From an optimization exercise on the open Yosys and OpenROAD flow, aimed at small area and a short achievable clock period; shortcuts taken in it are not production practice.
No run shown here included a check of the RTL's function; only the layout flow was run.
Power and IR drop assume default switching activity.

==> flow/design.v, too long to show whole: its modules and the start of the top module <==
// module MAF_DP: 2374 lines
// module MAF_FA: 4 lines
// module MAF_HA: 4 lines
// module maf_top: 17 lines
module maf_top (
    input         clk,
    input  [1:0]  func,
    input  [31:0] A,
    input  [31:0] B,
    input  [31:0] C,
    output [63:0] result
);
  // ...
==> flow/flow/run.sh <==
#!/bin/bash
# The standard layout, with the port buffers made of buf_2 cells instead of
# the default choice (a delay buffer). Every port still gets its buffer.
set -euo pipefail
bash standard.sh BUFFER_PORTS_ARGS="-buffer_cell sky130_fd_sc_hd__buf_2" finish > standard_flow.log 2>&1
==> flow/standard.sh <==
#!/bin/bash
# synth_recipe.tcl (not shown) runs the flow's synth.tcl, then flattens the netlist and writes it again
# the make line also repeats each setting of config.mk as NAME=value (left out here)
make -C /OpenROAD-flow-scripts/flow DESIGN_CONFIG=/design/flow/config.mk WORK_HOME=/design/flow/orfs CLKGATE_MAP_FILE= SYNTH_SCRIPT=/design/flow/synth_recipe.tcl "${@:-finish}"
==> flow/config.mk <==
export PLATFORM = sky130hd
export DESIGN_NAME = maf_top
export DESIGN_NICKNAME = maf_top
export VERILOG_FILES = /design/flow/design.v
export SDC_FILE = /design/flow/constraint.sdc
export NUM_CORES = 4
export LEC_CHECK = 0
export CAP_MARGIN = 20
export CORE_MARGIN = 2
export CORE_UTILIZATION = 55
export PLACE_DENSITY = 0.7
export SLEW_MARGIN = 20
export SYNTH_HIERARCHICAL = 1
==> flow/constraint.sdc <==
create_clock -name core_clock -period 60.0 [get_ports {clk}]
set_input_delay 12.0000 -clock core_clock [delete_from_list [all_inputs] [get_ports {clk}]]
set_output_delay 12.0000 -clock core_clock [all_outputs]
set_load 0.01 [all_outputs]
==> results.json, run 1 <==
{
  "outcome": "finished clean",
  "grt_pass1_vias": 23800,
  "combPwrFrac": 0.807,
  "port_buffers": 162,
  "final_common_cell": "xnor2_1",
  "post-route-util": 0.593,
  "cts_tree": "yes",
  "synth_area_leader_cell": "fa_1",
  "numClockSinks": 122,
  "switchingPower_mw": 0.719,
  "grt_max_degree": 50,
  "busiest_layer": "met2",
  "syn_inst": 2561,
  "cap_violations": 0,
  "ctsResizeCount": 0,
  "met3_length_um": 13100,
  "cp_top_family": "compound AO/OA/AOI/OAI gates",
  "pg_comb_mw": 1.19,
  "synth_compound_area_frac": 0.172,
  "grt_use_met2": 0.551,
  "n_clock_buffer": 18,
  "maxSlewHeadroom": 0.199,
  "path_max_fanout": 4,
  "grt_usage": 0.368,
  "clk-power_mw": 0.117,
  "power_leakage_nw": 10.9,
  "irDropWorstVdd_v": 0.0000466,
  "setup_ws_ns": 43.51,
  "n_fill_cell": 3893,
  "drt_wl_total_um": 89400,
  "p_total_mw": 1.47,
  "gp_congestion": 0.957,
  "ioPinCount": 163,
  "met1Wirelength_um": 32200,
  "final_nets": 3211,
  "timing.setup.tns_ns": 0,
  "row_count": 80,
  "path_depth": 12,
  "hold_slack_ns": 11.98,
  "crit_path_end_kind": "primary output",
  "synth_seq_area_share": 0.0918,
  "dieArea_sq_mm": 0.0502,
  "cp_cell_sequence": "ha_1, and4_4, nand3_2, nand4bb_4, a2111oi_4, o211ai_1, a21o_1, a21oi_2, o221a_2, o21ai_1, a21oi_1, buf_2",
  "crit_buf_inv": 1
}
==> run 2: changes to the inputs <==
--- a/flow/design.v
+++ b/flow/design.v
@@ -600,16 +600,17 @@
 assign pp15[25] = ((one15 & A[25]) | (two15 & A[24])) ^ neg15;
 assign pp15[26] = ((one15 & A[26]) | (two15 & A[25])) ^ neg15;
 assign pp15[27] = ((one15 & A[27]) | (two15 & A[26])) ^ neg15;
 assign pp15[28] = ((one15 & A[28]) | (two15 & A[27])) ^ neg15;
 assign pp15[29] = ((one15 & A[29]) | (two15 & A[28])) ^ neg15;
 assign pp15[30] = ((one15 & A[30]) | (two15 & A[29])) ^ neg15;
 assign pp15[31] = ((one15 & A[31]) | (two15 & A[30])) ^ neg15;
 assign pp15[32] = ((one15 & 1'b0) | (two15 & A[31])) ^ neg15;
+wire b31 = bp[31];
 wire [31:0] cx = C & {32{en}};
 wire s1, c2;
 MAF_HA hs1 (.a(cx[22]), .b(neg11), .s(s1), .co(c2));
 wire s3, c4;
 MAF_HA hs3 (.a(cx[23]), .b(pp0[23]), .s(s3), .co(c4));
 wire s5, c6;
 MAF_FA fs5 (.a(cx[24]), .b(neg12), .c(pp0[24]), .s(s5), .co(c6));
 wire s7, c8;
@@ -852,103 +853,103 @@
 MAF_FA fs243 (.a(pp13[5]), .b(pp14[3]), .c(pp15[1]), .s(s243), .co(c244));
 wire s245, c246;
 MAF_FA fs245 (.a(c50), .b(s51), .c(c42), .s(s245), .co(c246));
 wire s247, c248;
 MAF_FA fs247 (.a(c44), .b(c46), .c(c48), .s(s247), .co(c248));
 wire s249, c250;
 MAF_FA fs249 (.a(s53), .b(s55), .c(s57), .s(s249), .co(c250));
 wire s251, c252;
-MAF_FA fs251 (.a(pp14[4]), .b(pp15[2]), .c((A[0] & bp[31])), .s(s251), .co(c252));
+MAF_FA fs251 (.a(pp14[4]), .b(pp15[2]), .c((A[0] & b31)), .s(s251), .co(c252));
 wire s253, c254;
 MAF_FA fs253 (.a(c52), .b(s61), .c(c54), .s(s253), .co(c254));
 wire s255, c256;
 MAF_FA fs255 (.a(c56), .b(c58), .c(c60), .s(s255), .co(c256));
 wire s257, c258;
 MAF_FA fs257 (.a(s63), .b(s65), .c(s67), .s(s257), .co(c258));
 wire s259, c260;
-MAF_FA fs259 (.a(pp14[5]), .b(pp15[3]), .c((A[1] & bp[31])), .s(s259), .co(c260));
+MAF_FA fs259 (.a(pp14[5]), .b(pp15[3]), .c((A[1] & b31)), .s(s259), .co(c260));
 wire s261, c262;
 MAF_FA fs261 (.a(c62), .b(s79), .c(c64), .s(s261), .co(c262));
 wire s263, c264;
 MAF_FA fs263 (.a(c66), .b(c68), .c(c70), .s(s263), .co(c264));
 wire s265, c266;
 MAF_FA fs265 (.a(s71), .b(s73), .c(s75), .s(s265), .co(c266));
 wire s267, c268;
-MAF_FA fs267 (.a(pp14[6]), .b(pp15[4]), .c((A[2] & bp[31])), .s(s267), .co(c268));
+MAF_FA fs267 (.a(pp14[6]), .b(pp15[4]), .c((A[2] & b31)), .s(s267), .co(c268));
 wire s269, c270;
 MAF_FA fs269 (.a(c80), .b(s81), .c(s89), .s(s269), .co(c270));
 wire s271, c272;
 MAF_FA fs271 (.a(c72), .b(c74), .c(c76), .s(s271), .co(c272));
 wire s273, c274;
 MAF_FA fs273 (.a(c78), .b(s83), .c(s85), .s(s273), .co(c274));
 wire s275, c276;
 MAF_FA fs275 (.a(pp13[9]), .b(pp14[7]), .c(pp15[5]), .s(s275), .co(c276));
 wire s277, c278;
-MAF_FA fs277 (.a((A[3] & bp[31])), .b(c90), .c(c82), .s(s277), .co(c278));
+MAF_FA fs277 (.a((A[3] & b31)), .b(c90), .c(c82), .s(s277), .co(c278));
 wire s279, c280;
 MAF_FA fs279 (.a(c84), .b(c86), .c(c88), .s(s279), .co(c280));
 wire s281, c282;
 MAF_FA fs281 (.a(s91), .b(s93), .c(s95), .s(s281), .co(c282));
 wire s283, c284;
 MAF_FA fs283 (.a(pp12[12]), .b(pp13[10]), .c(pp14[8]), .s(s283), .co(c284));
 wire s285, c286;
-MAF_FA fs285 (.a(pp15[6]), .b((A[4] & bp[31])), .c(s99), .s(s285), .co(c286));
+MAF_FA fs285 (.a(pp15[6]), .b((A[4] & b31)), .c(s99), .s(s285), .co(c286));
 wire s287, c288;
 MAF_FA fs287 (.a(s105), .b(c92), .c(c94), .s(s287), .co(c288));
 wire s289, c290;
 MAF_FA fs289 (.a(c96), .b(c98), .c(s101), .s(s289), .co(c290));
 wire s291, c292;
 MAF_FA fs291 (.a(pp11[15]), .b(pp12[13]), .c(pp13[11]), .s(s291), .co(c292));
 wire s293, c294;
-MAF_FA fs293 (.a(pp14[9]), .b(pp15[7]), .c((A[5] & bp[31])), .s(s293), .co(c294));
+MAF_FA fs293 (.a(pp14[9]), .b(pp15[7]), .c((A[5] & b31)), .s(s293), .co(c294));
 wire s295, c296;
 MAF_FA fs295 (.a(c106), .b(c100), .c(c102), .s(s295), .co(c296));
 wire s297, c298;
 MAF_FA fs297 (.a(c104), .b(s107), .c(s109), .s(s297), .co(c298));
 wire s299, c300;
 MAF_FA fs299 (.a(pp10[18]), .b(pp11[16]), .c(pp12[14]), .s(s299), .co(c300));
 wire s301, c302;
 MAF_FA fs301 (.a(pp13[12]), .b(pp14[10]), .c(pp15[8]), .s(s301), .co(c302));
 wire s303, c304;
-MAF_FA fs303 (.a((A[6] & bp[31])), .b(s113), .c(s117), .s(s303), .co(c304));
+MAF_FA fs303 (.a((A[6] & b31)), .b(s113), .c(s117), .s(s303), .co(c304));
 wire s305, c306;
 MAF_FA fs305 (.a(c108), .b(c110), .c(c112), .s(s305), .co(c306));
 wire s307, c308;
 MAF_FA fs307 (.a(pp9[21]), .b(pp10[19]), .c(pp11[17]), .s(s307), .co(c308));
 wire s309, c310;
 MAF_FA fs309 (.a(pp12[15]), .b(pp13[13]), .c(pp14[11]), .s(s309), .co(c310));
 wire s311, c312;
-MAF_FA fs311 (.a(pp15[9]), .b((A[7] & bp[31])), .c(c118), .s(s311), .co(c312));
+MAF_FA fs311 (.a(pp15[9]), .b((A[7] & b31)), .c(c118), .s(s311), .co(c312));
 wire s313, c314;
 MAF_FA fs313 (.a(c114), .b(c116), .c(s119), .s(s313), .co(c314));
 wire s315, c316;
 MAF_FA fs315 (.a(pp8[24]), .b(pp9[22]), .c(pp10[20]), .s(s315), .co(c316));
 wire s317, c318;
 MAF_FA fs317 (.a(pp11[18]), .b(pp12[16]), .c(pp13[14]), .s(s317), .co(c318));
 wire s319, c320;
-MAF_FA fs319 (.a(pp14[12]), .b(pp15[10]), .c((A[8] & bp[31])), .s(s319), .co(c320));
+MAF_FA fs319 (.a(pp14[12]), .b(pp15[10]), .c((A[8] & b31)), .s(s319), .co(c320));
 wire s321, c322;
 MAF_FA fs321 (.a(s123), .b(s125), .c(c120), .s(s321), .co(c322));
 wire s323, c324;
 MAF_FA fs323 (.a(pp7[27]), .b(pp8[25]), .c(pp9[23]), .s(s323), .co(c324));
 wire s325, c326;
 MAF_FA fs325 (.a(pp10[21]), .b(pp11[19]), .c(pp12[17]), .s(s325), .co(c326));
 wire s327, c328;
 MAF_FA fs327 (.a(pp13[15]), .b(pp14[13]), .c(pp15[11]), .s(s327), .co(c328));
 wire s329, c330;
-MAF_FA fs329 (.a((A[9] & bp[31])), .b(c126), .c(c124), .s(s329), .co(c330));
+MAF_FA fs329 (.a((A[9] & b31)), .b(c126), .c(c124), .s(s329), .co(c330));
 wire s331, c332;
 MAF_FA fs331 (.a(pp6[30]), .b(pp7[28]), .c(pp8[26]), .s(s331), .co(c332));
 wire s333, c334;
 MAF_FA fs333 (.a(pp9[24]), .b(pp10[22]), .c(pp11[20]), .s(s333), .co(c334));
 wire s335, c336;
 MAF_FA fs335 (.a(pp12[18]), .b(pp13[16]), .c(pp14[14]), .s(s335), .co(c336));
 wire s337, c338;
-MAF_FA fs337 (.a(pp15[12]), .b((A[10] & bp[31])), .c(s129), .s(s337), .co(c338));
+MAF_FA fs337 (.a(pp15[12]), .b((A[10] & b31)), .c(s129), .s(s337), .co(c338));
 wire s339, c340;
 MAF_FA fs339 (.a(~neg5), .b(c130), .c(pp6[31]), .s(s339), .co(c340));
 wire s341, c342;
 MAF_FA fs341 (.a(pp7[29]), .b(pp8[27]), .c(pp9[25]), .s(s341), .co(c342));
 wire s343, c344;
 MAF_FA fs343 (.a(pp10[23]), .b(pp11[21]), .c(pp12[19]), .s(s343), .co(c344));
 wire s345, c346;
 MAF_FA fs345 (.a(pp13[17]), .b(pp14[15]), .c(pp15[13]), .s(s345), .co(c346));
@@ -1178,75 +1179,75 @@
 MAF_FA fs569 (.a(s327), .b(s329), .c(c322), .s(s569), .co(c570));
 wire s571, c572;
 MAF_FA fs571 (.a(c324), .b(c326), .c(c328), .s(s571), .co(c572));
 wire s573, c574;
 MAF_FA fs573 (.a(c128), .b(s331), .c(s333), .s(s573), .co(c574));
 wire s575, c576;
 MAF_FA fs575 (.a(s335), .b(s337), .c(c330), .s(s575), .co(c576));
 wire s577, c578;
-MAF_FA fs577 (.a((A[11] & bp[31])), .b(c332), .c(c334), .s(s577), .co(c578));
+MAF_FA fs577 (.a((A[11] & b31)), .b(c332), .c(c334), .s(s577), .co(c578));
 wire s579, c580;
 MAF_FA fs579 (.a(c336), .b(c338), .c(s339), .s(s579), .co(c580));
 wire s581, c582;
 MAF_FA fs581 (.a(s341), .b(s343), .c(s345), .s(s581), .co(c582));
 wire s583, c584;
-MAF_FA fs583 (.a((A[12] & bp[31])), .b(s347), .c(s353), .s(s583), .co(c584));
+MAF_FA fs583 (.a((A[12] & b31)), .b(s347), .c(s353), .s(s583), .co(c584));
 wire s585, c586;
 MAF_FA fs585 (.a(c340), .b(c342), .c(c344), .s(s585), .co(c586));
 wire s587, c588;
 MAF_FA fs587 (.a(c346), .b(s349), .c(s351), .s(s587), .co(c588));
 wire s589, c590;
-MAF_FA fs589 (.a(pp15[15]), .b((A[13] & bp[31])), .c(c354), .s(s589), .co(c590));
+MAF_FA fs589 (.a(pp15[15]), .b((A[13] & b31)), .c(c354), .s(s589), .co(c590));
 wire s591, c592;
 MAF_FA fs591 (.a(c348), .b(c350), .c(c352), .s(s591), .co(c592));
 wire s593, c594;
 MAF_FA fs593 (.a(s355), .b(s357), .c(s359), .s(s593), .co(c594));
 wire s595, c596;
-MAF_FA fs595 (.a(pp14[18]), .b(pp15[16]), .c((A[14] & bp[31])), .s(s595), .co(c596));
+MAF_FA fs595 (.a(pp14[18]), .b(pp15[16]), .c((A[14] & b31)), .s(s595), .co(c596));
 wire s597, c598;
 MAF_FA fs597 (.a(s361), .b(s365), .c(c356), .s(s597), .co(c598));
 wire s599, c600;
 MAF_FA fs599 (.a(c358), .b(c360), .c(s363), .s(s599), .co(c600));
 wire s601, c602;
 MAF_FA fs601 (.a(pp13[21]), .b(pp14[19]), .c(pp15[17]), .s(s601), .co(c602));
 wire s603, c604;
-MAF_FA fs603 (.a((A[15] & bp[31])), .b(c366), .c(c362), .s(s603), .co(c604));
+MAF_FA fs603 (.a((A[15] & b31)), .b(c366), .c(c362), .s(s603), .co(c604));
 wire s605, c606;
 MAF_FA fs605 (.a(c364), .b(s367), .c(s369), .s(s605), .co(c606));
 wire s607, c608;
 MAF_FA fs607 (.a(pp12[24]), .b(pp13[22]), .c(pp14[20]), .s(s607), .co(c608));
 wire s609, c610;
-MAF_FA fs609 (.a(pp15[18]), .b((A[16] & bp[31])), .c(s371), .s(s609), .co(c610));
+MAF_FA fs609 (.a(pp15[18]), .b((A[16] & b31)), .c(s371), .s(s609), .co(c610));
 wire s611, c612;
 MAF_FA fs611 (.a(s373), .b(c368), .c(c370), .s(s611), .co(c612));
 wire s613, c614;
 MAF_FA fs613 (.a(pp11[27]), .b(pp12[25]), .c(pp13[23]), .s(s613), .co(c614));
 wire s615, c616;
-MAF_FA fs615 (.a(pp14[21]), .b(pp15[19]), .c((A[17] & bp[31])), .s(s615), .co(c616));
+MAF_FA fs615 (.a(pp14[21]), .b(pp15[19]), .c((A[17] & b31)), .s(s615), .co(c616));
 wire s617, c618;
 MAF_FA fs617 (.a(c374), .b(c372), .c(s375), .s(s617), .co(c618));
 wire s619, c620;
 MAF_FA fs619 (.a(pp10[30]), .b(pp11[28]), .c(pp12[26]), .s(s619), .co(c620));
 wire s621, c622;
 MAF_FA fs621 (.a(pp13[24]), .b(pp14[22]), .c(pp15[20]), .s(s621), .co(c622));
 wire s623, c624;
-MAF_FA fs623 (.a((A[18] & bp[31])), .b(s377), .c(c376), .s(s623), .co(c624));
+MAF_FA fs623 (.a((A[18] & b31)), .b(s377), .c(c376), .s(s623), .co(c624));
 wire s625, c626;
 MAF_FA fs625 (.a(~neg9), .b(c378), .c(pp10[31]), .s(s625), .co(c626));
 wire s627, c628;
 MAF_FA fs627 (.a(pp11[29]), .b(pp12[27]), .c(pp13[25]), .s(s627), .co(c628));
 wire s629, c630;
-MAF_FA fs629 (.a(pp14[23]), .b(pp15[21]), .c((A[19] & bp[31])), .s(s629), .co(c630));
+MAF_FA fs629 (.a(pp14[23]), .b(pp15[21]), .c((A[19] & b31)), .s(s629), .co(c630));
 wire s631 = ~(pp10[32] ^ pp11[30]);
 wire c632 = pp10[32] | pp11[30];
 wire s633, c634;
 MAF_FA fs633 (.a(pp12[28]), .b(pp13[26]), .c(pp14[24]), .s(s633), .co(c634));
 wire s635, c636;
-MAF_HA hs635 (.a(pp15[22]), .b((A[20] & bp[31])), .s(s635), .co(c636));
+MAF_HA hs635 (.a(pp15[22]), .b((A[20] & b31)), .s(s635), .co(c636));
 wire s637, c638;
 MAF_FA fs637 (.a(~neg10), .b(pp11[31]), .c(pp12[29]), .s(s637), .co(c638));
 wire s639, c640;
 MAF_FA fs639 (.a(pp13[27]), .b(pp14[25]), .c(pp15[23]), .s(s639), .co(c640));
 wire s641 = ~(pp11[32] ^ pp12[30]);
 wire c642 = pp11[32] | pp12[30];
 wire s643, c644;
 MAF_HA hs643 (.a(pp13[28]), .b(pp14[26]), .s(s643), .co(c644));
@@ -1442,39 +1443,39 @@
 MAF_FA fs833 (.a(c620), .b(c622), .c(s625), .s(s833), .co(c834));
 wire s835, c836;
 MAF_FA fs835 (.a(s627), .b(s629), .c(c624), .s(s835), .co(c836));
 wire s837, c838;
 MAF_FA fs837 (.a(s631), .b(s635), .c(c626), .s(s837), .co(c838));
 wire s839, c840;
 MAF_FA fs839 (.a(c628), .b(c630), .c(s633), .s(s839), .co(c840));
 wire s841, c842;
-MAF_FA fs841 (.a((A[21] & bp[31])), .b(c636), .c(c632), .s(s841), .co(c842));
+MAF_FA fs841 (.a((A[21] & b31)), .b(c636), .c(c632), .s(s841), .co(c842));
 wire s843, c844;
 MAF_FA fs843 (.a(c634), .b(s637), .c(s639), .s(s843), .co(c844));
 wire s845, c846;
-MAF_FA fs845 (.a(pp15[24]), .b((A[22] & bp[31])), .c(s641), .s(s845), .co(c846));
+MAF_FA fs845 (.a(pp15[24]), .b((A[22] & b31)), .c(s641), .s(s845), .co(c846));
 wire s847, c848;
 MAF_FA fs847 (.a(s643), .b(c638), .c(c640), .s(s847), .co(c848));
 wire s849, c850;
-MAF_FA fs849 (.a(pp14[27]), .b(pp15[25]), .c((A[23] & bp[31])), .s(s849), .co(c850));
+MAF_FA fs849 (.a(pp14[27]), .b(pp15[25]), .c((A[23] & b31)), .s(s849), .co(c850));
 wire s851, c852;
 MAF_FA fs851 (.a(c644), .b(c642), .c(s645), .s(s851), .co(c852));
 wire s853, c854;
 MAF_FA fs853 (.a(pp13[30]), .b(pp14[28]), .c(pp15[26]), .s(s853), .co(c854));
 wire s855, c856;
-MAF_FA fs855 (.a((A[24] & bp[31])), .b(s647), .c(c646), .s(s855), .co(c856));
+MAF_FA fs855 (.a((A[24] & b31)), .b(s647), .c(c646), .s(s855), .co(c856));
 wire s857, c858;
 MAF_FA fs857 (.a(~neg12), .b(c648), .c(pp13[31]), .s(s857), .co(c858));
 wire s859, c860;
-MAF_FA fs859 (.a(pp14[29]), .b(pp15[27]), .c((A[25] & bp[31])), .s(s859), .co(c860));
+MAF_FA fs859 (.a(pp14[29]), .b(pp15[27]), .c((A[25] & b31)), .s(s859), .co(c860));
 wire s861 = ~(pp13[32] ^ pp14[30]);
 wire c862 = pp13[32] | pp14[30];
 wire s863, c864;
-MAF_HA hs863 (.a(pp15[28]), .b((A[26] & bp[31])), .s(s863), .co(c864));
+MAF_HA hs863 (.a(pp15[28]), .b((A[26] & b31)), .s(s863), .co(c864));
 wire s865, c866;
 MAF_FA fs865 (.a(~neg13), .b(pp14[31]), .c(pp15[29]), .s(s865), .co(c866));
 wire s867 = ~pp14[32];
 wire c868 = pp14[32];
 wire s869, c870;
 MAF_HA hs869 (.a(cx[2]), .b(neg1), .s(s869), .co(c870));
 wire s871, c872;
 MAF_HA hs871 (.a(cx[3]), .b(pp0[3]), .s(s871), .co(c872));
@@ -1584,19 +1585,19 @@
 MAF_FA fs975 (.a(s849), .b(c846), .c(c848), .s(s975), .co(c976));
 wire s977, c978;
 MAF_FA fs977 (.a(c850), .b(s853), .c(s855), .s(s977), .co(c978));
 wire s979, c980;
 MAF_FA fs979 (.a(c854), .b(s857), .c(s859), .s(s979), .co(c980));
 wire s981, c982;
 MAF_FA fs981 (.a(s861), .b(s863), .c(c858), .s(s981), .co(c982));
 wire s983, c984;
-MAF_FA fs983 (.a((A[27] & bp[31])), .b(c864), .c(c862), .s(s983), .co(c984));
+MAF_FA fs983 (.a((A[27] & b31)), .b(c864), .c(c862), .s(s983), .co(c984));
 wire s985, c986;
-MAF_FA fs985 (.a(pp15[30]), .b((A[28] & bp[31])), .c(s867), .s(s985), .co(c986));
+MAF_FA fs985 (.a(pp15[30]), .b((A[28] & b31)), .c(s867), .s(s985), .co(c986));
 wire s987, c988;
 MAF_FA fs987 (.a(~neg14), .b(c868), .c(pp15[31]), .s(s987), .co(c988));
 wire s989 = ~pp15[32];
 wire c990 = pp15[32];
 wire s991, c992;
 MAF_HA hs991 (.a(cx[0]), .b(neg0), .s(s991), .co(c992));
 wire s993, c994;
 MAF_HA hs993 (.a(cx[1]), .b(pp0[1]), .s(s993), .co(c994));
@@ -1714,21 +1715,21 @@
 MAF_FA fs1105 (.a(c856), .b(s979), .c(c978), .s(s1105), .co(c1106));
 wire s1107, c1108;
 MAF_FA fs1107 (.a(c860), .b(s981), .c(c980), .s(s1107), .co(c1108));
 wire s1109, c1110;
 MAF_FA fs1109 (.a(s865), .b(s983), .c(c982), .s(s1109), .co(c1110));
 wire s1111, c1112;
 MAF_FA fs1111 (.a(c866), .b(s985), .c(c984), .s(s1111), .co(c1112));
 wire s1113, c1114;
-MAF_FA fs1113 (.a((A[29] & bp[31])), .b(c986), .c(s987), .s(s1113), .co(c1114));
+MAF_FA fs1113 (.a((A[29] & b31)), .b(c986), .c(s987), .s(s1113), .co(c1114));
 wire s1115, c1116;
-MAF_FA fs1115 (.a((A[30] & bp[31])), .b(s989), .c(c988), .s(s1115), .co(c1116));
+MAF_FA fs1115 (.a((A[30] & b31)), .b(s989), .c(c988), .s(s1115), .co(c1116));
 wire s1117, c1118;
-MAF_FA fs1117 (.a(~neg15), .b(c990), .c((A[31] & bp[31])), .s(s1117), .co(c1118));
+MAF_FA fs1117 (.a(~neg15), .b(c990), .c((A[31] & b31)), .s(s1117), .co(c1118));
 wire s1119, c1120;
 MAF_HA hs1119 (.a(s991), .b(pp0[0]), .s(s1119), .co(c1120));
 wire s1121, c1122;
 MAF_FA fs1121 (.a(c992), .b(c1120), .c(s993), .s(s1121), .co(c1122));
 wire s1123, c1124;
 MAF_FA fs1123 (.a(c994), .b(s995), .c(c1122), .s(s1123), .co(c1124));
 wire s1125, c1126;
 MAF_FA fs1125 (.a(c996), .b(s997), .c(c1124), .s(s1125), .co(c1126));
==> flow/config.mk (replaced) <==
export PLATFORM = sky130hd
export DESIGN_NAME = maf_top
export DESIGN_NICKNAME = maf_top
export VERILOG_FILES = /design/flow/design.v
export SDC_FILE = /design/flow/constraint.sdc
export NUM_CORES = 4
export LEC_CHECK = 0
export CAP_MARGIN = 60
export CORE_MARGIN = 2
export CORE_UTILIZATION = 40
export SLEW_MARGIN = 60
export SYNTH_HIERARCHICAL = 1
==> run 2 against run 1 <==
- still clean on timing, DRC and antenna
- via count shrank 0.68%
- routed wire length increased by 6.0%
- first-iteration DRC count is 20% lower
- hold slack improved by 0.055 ns
- sequential power is essentially flat
- sequential cell count unchanged
- area after synthesis stayed put
==> results.json, run 2 <==
{
  "outcome": "finished clean",
  "synth_edf_count": 0,
  "drv_slew": 0,
  "netlist_area_sq_mm": 0.0266,
  "ant_nets": 0,
  "cp_slowest_cell": "fa_1",
  "syn_area_per_cell_sq_um": 10.4,
  "hold_class": "in -> reg",
  "dp_hpwl_um": 60400,
  "hold_viol_final": 0,
  "period_share": 0.272,
  "antenna_cells": 0,
  "cp.arrival_ns": 16.69,
  "ys_top_cells_by_count": "xnor2_1, fa_1, a22oi_1",
  "drive_above_1_share": 0.135,
  "ctsHoldBuffers": 0,
  "cap_violations": 0,
  "area_growth_pct": 8.35,
  "min_from": "C[0]",
  "final_common_cell": "xnor2_1",
  "grt_usage": 0.282,
  "synth.top_cell.area_share": 0.385,
  "grt_pass1_wl_um": 144000,
  "sequentialPowerShare": 0.115,
  "timing.setup.tns_ns": 0,
  "max_stage_delay_ns": 0.56,
  "vias_per_cell": 6.35,
  "final_nets": 3225,
  "post-route-util": 0.438,
  "synth_area_leader_cell": "fa_1",
  "cts_buffer_depth": 2,
  "p_int_mw": 0.735,
  "yosys-top-cells-area": "fa_1, xnor2_1, a22oi_1",
  "port_buffers": 162,
  "finalSetupViolations": 0,
  "yosys_register_bits": 122,
  "synth_seq_area_share": 0.0918,
  "vias": 21400,
  "htree_levels": 4,
  "combPwrFrac": 0.813,
  "yosysUniqueCellTypes": 58,
  "cp-start-kind": "primary input",
  "critPathMostFrequentCell": "fa_1",
  "clkPwrFrac": 0.071,
  "wl_per_cell_um": 28.1,
  "dieArea_sq_mm": 0.0686,
  "drt_iter0_drc": 2347,
  "cts-buffers-inserted": 17,
  "syn_inst": 2561,
  "power_leakage_nw": 11.0,
  "firstDrtPassIters": 6,
  "fmax_mhz": 61.3,
  "antenna_found_initial": 2,
  "synth_flop_cell": "dfxtp_1",
  "switchingPower_mw": 0.703,
  "hold_depth": 4,
  "rsz0062_at_grt": "no",
  "core_sq_mm": 0.0659,
  "drc": 0,
  "gp_congestion": 0.901,
  "gr-total-overflow": 0,
  "ctsResizeCount": 0,
  "yosysWarnings": 7,
  "crit_type": "in -> reg",
  "grt_pass1_vias": 23500,
  "yosysMostFrequentCell": "xnor2_1",
  "irDropWorstVdd_v": 0.0000371,
  "synth_nets": 3282,
  "async_flop_share": 0,
  "postCtsSetupBuffers": 0,
  "clk_pin_slew_ns": 0.07,
  "die_h_um": 262,
  "powerDensity_mw_per_mm2": 49.9,
  "numClockSinks": 122,
  "cts_tree": "yes",
  "row_count": 94,
  "switching_share": 0.489,
  "drt_wl_total_um": 94800,
  "worst_pin_slew_ns": 0.648,
  "post-route-min-period_ns": 16.32,
  "path_max_fanout": 32,
  "initial_utilization": 0.404,
  "clock-root-buffer": "clkbuf_16",
  "crit_path_end_kind": "flop",
  "cp_cell_sequence": "buf_2, or3b_2, a21oi_2, buf_4, a22oi_1, xnor2_1, fa_1, fa_1, fa_1, fa_1, fa_1, fa_1",
  "dieWidth_um": 262,
  "maxSlewHeadroom": 0.568,
  "min_to": "DP.rx0",
  "final_cell_mix": "xnor2_1, fa_1, a22oi_1",
  "ioPinCount": 163,
  "cp.required_ns": 60.37,
  "grt_max_degree": 50
}
-- run 2: Yosys stat by module, one instance, submodules excluded, excerpt --
module	times used	flip-flops and latches	cells inside
MAF_HA	43	0	1
MAF_FA	506	0	1
MAF_DP	1	122	2012
-- run 2: worst max-delay path by stage --
stage | from | depth (start not counted) | slack (ns) | end
2_1_floorplan | B[3] | 11 | 43.77 | DP.ry33
3_3_place_gp | B[9] | 12 | 43.29 | DP.ry34
3_5_place_dp | B[9] | 12 | 43.32 | DP.ry34
4_1_cts | B[9] | 12 | 43.86 | DP.ry34
5_1_grt | B[9] | 12 | 43.56 | DP.ry34
6_report | B[9] | 12 | 43.68 | DP.ry34
-- run 2: worst max-delay path, delay by kind of cell --
kind | cells | cell delay (ns)
AND/OR/NAND/NOR | 1 | 0.48
adder cells (fa/ha/maj) | 6 | 2.83
AO/OA/AOI/OAI | 2 | 0.34
XOR/XNOR | 1 | 0.49
buffers and inverters | 2 | 0.54
-- run 2: metal layers --
metal	routed length (um)	global-route usage
met1	36400	0.366
met2	41700	0.424
met3	12000	0.0883
met4	4670	0.141
met5	27	0
-- run 2: kinds of logic after synthesis --
kind of cell / synth area share
AOI/OAI and AO/OA: 0.172
adders and majority gates: 0.437
muxes: 0.0117
buffers and inverters: 0.0537
and+or+nand+nor: 0.0535
DFF: 0.0918
xor gates and xnor gates: 0.180
-- run 2: cell type report --
class                      count  area [sq um]
timing repair buffer         231          1530
clock buffer                  22           494
tap                          864          1080
multi-input combinational   2065         23000
fill                        6232         37000
sequential                   122          2440
inverter                      67           254
clock inverter                 7          67.6
-- run 2: power by group through the flow --
stage / logic (mW) / registers, mW / clock network, mW
2_1_floorplan: 0.819 / 0.161 / 0
3_3_place_gp: 1.16 / 0.168 / 0
3_5_place_dp: 1.18 / 0.168 / 0
4_1_cts: 1.19 / 0.166 / 0.105
5_1_grt: 1.33 / 0.170 / 0.108
6_report: 1.17 / 0.166 / 0.103
-- run 2: metrics by stage --
stage / std cells / hold slack [ns] / instance area, sq um / worst slack [ns] / power, mW
global placement: 3344 / 12.39 / 28000 / 43.29 / 1.32
CTS: 3375 / 12.00 / 28700 / 43.86 / 1.46
detailed placement: 3346 / 12.39 / 28200 / 43.32 / 1.35
floorplan: 2561 / 12.33 / 26600 / 43.77 / 0.980
finish: 3378 / 12.04 / 28800 / 43.68 / 1.44
global route: 3378 / 12.09 / 28800 / 43.56 / 1.61

[what the ideal ports hide]
The results above use ideal ports. As a check the final layouts listed here were re-extracted and re-timed, cells and wires unchanged. Step 1: set_driving_cell puts a clkbuf_16 on clk and a buf_2 on each other input, an assumption about the parent block. Step 2 times the ports against the registers' clock, not the clock port: input delays grow and output delays shrink by t, the midpoint of the rising clock arrivals with the driver on. Slacks: no drivers / after step 1 / after step 2; pairs: no drivers / after step 1.
run | t (ns) | setup WS [ns] | worst setup path at the end | slew at the worst register clock pin (ns) | cell pins on the clock port's net
run 1 | 0.566 | 43.510 / 43.449 / 43.054 | input to register | 0.08 / 0.08 | 1
run 2 | 0.548 | 43.682 / 43.719 / 43.172 | input to register | 0.07 / 0.07 | 1
After both steps setup and hold are still met in every run listed. The setup slack of run 2, which loses most, moves by +0.037 ns with the drivers and by -0.510 ns with both steps.
